This is an optimization exercise on Yosys and OpenROAD, whose aim is small area, not a production implementation. Where RTL was checked, it was by simulation tests only, not by an equivalence proof against the original. Power and IR drop assume default switching activity.

==> inputs of v12 <==
==> flow/design.v (excerpt) <==
module RISCVunicycle (
    input  wire        clk,
    input  wire        rst,
    input  wire [31:0] instr,
    input  wire [31:0] ReadData,
    output wire [31:0] PC,
    output wire        MemWrite,
    output wire        MemRead,
    output wire [31:0] ALUResult,
    output wire [31:0] WriteData
);
==> module register_file, before the edit <==
module register_file (
    input  wire        clk,
    input  wire        we,
    input  wire [4:0]  a1,
    input  wire [4:0]  a2,
    input  wire [4:0]  a3,
    input  wire [31:0] wd,
    output wire [31:0] rd1,
    output wire [31:0] rd2
);
    localparam NC = 4;
    localparam GW = 32 / NC;
    wire [NC*32-1:0] wsel, s1, s2;
    decode5 #(.NC(NC)) dw (.en(we),   .a(a3), .sel(wsel));
    decode5 #(.NC(NC)) d1 (.en(1'b1), .a(a1), .sel(s1));
    decode5 #(.NC(NC)) d2 (.en(1'b1), .a(a2), .sel(s2));
    wire [31:0] rq [1:31];
    genvar i, b, c;
    generate for (i = 1; i < 32; i = i + 1) begin : regs
        reg [31:0] q;
        integer g;
        always @(posedge clk)
            for (g = 0; g < NC; g = g + 1)
                if (wsel[g*32+i]) q[g*GW +: GW] <= wd[g*GW +: GW];
        assign rq[i] = q;
    end endgenerate
    generate for (b = 0; b < 32; b = b + 1) begin : bits
        wire [31:1] col;
        for (i = 1; i < 32; i = i + 1) begin : c
            assign col[i] = rq[i][b];
        end
        rmux31 m1 (.s(s1[(b/GW)*32+1 +: 31]), .d(col), .y(rd1[b]));
        rmux31 m2 (.s(s2[(b/GW)*32+1 +: 31]), .d(col), .y(rd2[b]));
    end endgenerate
endmodule
==> module decode5, before the edit <==
module decode5 #(parameter NC = 1) (
    input  wire           en,
    input  wire [4:0]     a,
    output wire [NC*32-1:0] sel
);
    wire [4:0] na;
    wire [3:0] nlo;
    wire [7:0] nhi;
    genvar k, c;
    generate for (k = 0; k < 5; k = k + 1) begin : iv
        c_inv u (.a(a[k]), .y(na[k]));
    end
    for (k = 0; k < 4; k = k + 1) begin : lo
        c_nand2 u (.a(k[0] ? a[0] : na[0]), .b(k[1] ? a[1] : na[1]), .y(nlo[k]));
    end
    for (k = 0; k < 8; k = k + 1) begin : hi
        c_nand4 u (.a(en), .b(k[0] ? a[2] : na[2]), .c(k[1] ? a[3] : na[3]),
                   .d(k[2] ? a[4] : na[4]), .y(nhi[k]));
    end
    for (c = 0; c < NC; c = c + 1) begin : cp
        assign sel[c*32] = 1'b0;
        for (k = 1; k < 32; k = k + 1) begin : o
            c_nor2 u (.a(nlo[k % 4]), .b(nhi[k / 4]), .y(sel[c*32+k]));
        end
    end endgenerate
endmodule
Settings: LEC_CHECK=0, CAP_MARGIN=0, CORE_MARGIN=2, CORE_UTILIZATION=50, SETUP_SLACK_MARGIN=0.1, SLEW_MARGIN=0, SYNTH_HIERARCHICAL=1, SYNTH_MINIMUM_KEEP_SIZE=0; clock period 10.0 ns.
standard.sh (not shown) runs the stock make flow with config.mk's settings and CLKGATE_MAP_FILE= SYNTH_SCRIPT=/design/flow/synth_recipe.tcl, a recipe that flattens the netlist after the stock synthesis.
==> flow/flow/run.sh <==
#!/bin/bash
# Own layout flow: the standard ORFS flow (standard.sh, unchanged synthesis)
# with two changes:
#  - plain buffers (buf_1) on the ports instead of the default port buffer,
#  - clock tree built from clkbuf_8 (clusters of up to 16 sinks, 80 um) without
#    dummy loads.
# The full make output goes to flow_make.log in the work folder; ORFS keeps its
# per-step logs under orfs/logs/.
set -euo pipefail
export BUFFER_PORTS_ARGS="-buffer_cell sky130_fd_sc_hd__buf_1"
export CTS_ARGS="-sink_clustering_enable -repair_clock_nets -dont_use_dummy_load -buf_list sky130_fd_sc_hd__clkbuf_8 -sink_clustering_size 16 -sink_clustering_max_diameter 80"
bash standard.sh > flow_make.log 2>&1
==> v9: changes against v12 <==
--- a/flow/design.v
+++ b/flow/design.v
@@ -91,10 +91,10 @@
     output wire [31:0] rd2
 );
-    localparam NC = 4;
+    localparam NC = 2;
     localparam GW = 32 / NC;
     wire [NC*32-1:0] wsel, s1, s2;
-    decode5 #(.NC(NC)) dw (.en(we),   .a(a3), .sel(wsel));
-    decode5 #(.NC(NC)) d1 (.en(1'b1), .a(a1), .sel(s1));
-    decode5 #(.NC(NC)) d2 (.en(1'b1), .a(a2), .sel(s2));
+    decode5 #(.NC(NC), .EN(1)) dw (.en(we),   .a(a3), .sel(wsel));
+    decode5 #(.NC(NC), .EN(0)) d1 (.en(1'b1), .a(a1), .sel(s1));
+    decode5 #(.NC(NC), .EN(0)) d2 (.en(1'b1), .a(a2), .sel(s2));
     wire [31:0] rq [1:31];
     genvar i, b, c;
@@ -116,5 +116,5 @@
     end endgenerate
 endmodule
-module decode5 #(parameter NC = 1) (
+module decode5 #(parameter NC = 1, parameter EN = 1) (
     input  wire           en,
     input  wire [4:0]     a,
@@ -132,6 +132,11 @@
     end
     for (k = 0; k < 8; k = k + 1) begin : hi
-        c_nand4 u (.a(en), .b(k[0] ? a[2] : na[2]), .c(k[1] ? a[3] : na[3]),
-                   .d(k[2] ? a[4] : na[4]), .y(nhi[k]));
+        if (EN) begin : e
+            c_nand4 u (.a(en), .b(k[0] ? a[2] : na[2]), .c(k[1] ? a[3] : na[3]),
+                       .d(k[2] ? a[4] : na[4]), .y(nhi[k]));
+        end else begin : n
+            c_nand3 u (.a(k[0] ? a[2] : na[2]), .b(k[1] ? a[3] : na[3]),
+                       .c(k[2] ? a[4] : na[4]), .y(nhi[k]));
+        end
     end
     for (c = 0; c < NC; c = c + 1) begin : cp
- SETUP_SLACK_MARGIN: 0.1 -> 0.2
==> comparison <==
Of v12 and v9, v12 has the higher hold slack (gap 0.0038 ns).
Against v9, the die area of v12 is larger by 1.5%.
In v9 the count of clock-buffer cells in the layout is lower than in v12, by 1.
v9 went through all stages and came out clean. v12 finished with timing, DRC and antenna clean.
Between v9 and v12, the lower power is in v12 (gap about 4%, measured against v12).
Function not checked in v9: the RTL went through the layout flow alone.

[what the ideal ports hide]
The results above use ideal ports. As a check the final layouts listed here were re-extracted and re-timed, cells and wires unchanged.
Step 1, drivers: a clkbuf_16 drives clk and a buf_2 each remaining input, both assumed.
Step 2 also shifts input and output timing later by t, the mid clock arrival at the registers, as if the neighbouring blocks saw the same clock.
Slacks: ideal / step 1 / step 2; pairs: ideal / step 1.
| run | t (ns) | setup slack, ns | clock arrival spread, ns |
|---|---|---|---|
| v12 | 0.826 | 0.169 / 0.030 / 0.030 | 0.124 / 0.124 |
| v9 | 0.807 | 0.371 / 0.336 / 0.336 | 0.092 / 0.092 |
After both steps setup and hold are still met in every run listed. The setup slack of v12, which loses most, moves by -0.139 ns with the drivers and by -0.139 ns with both steps.
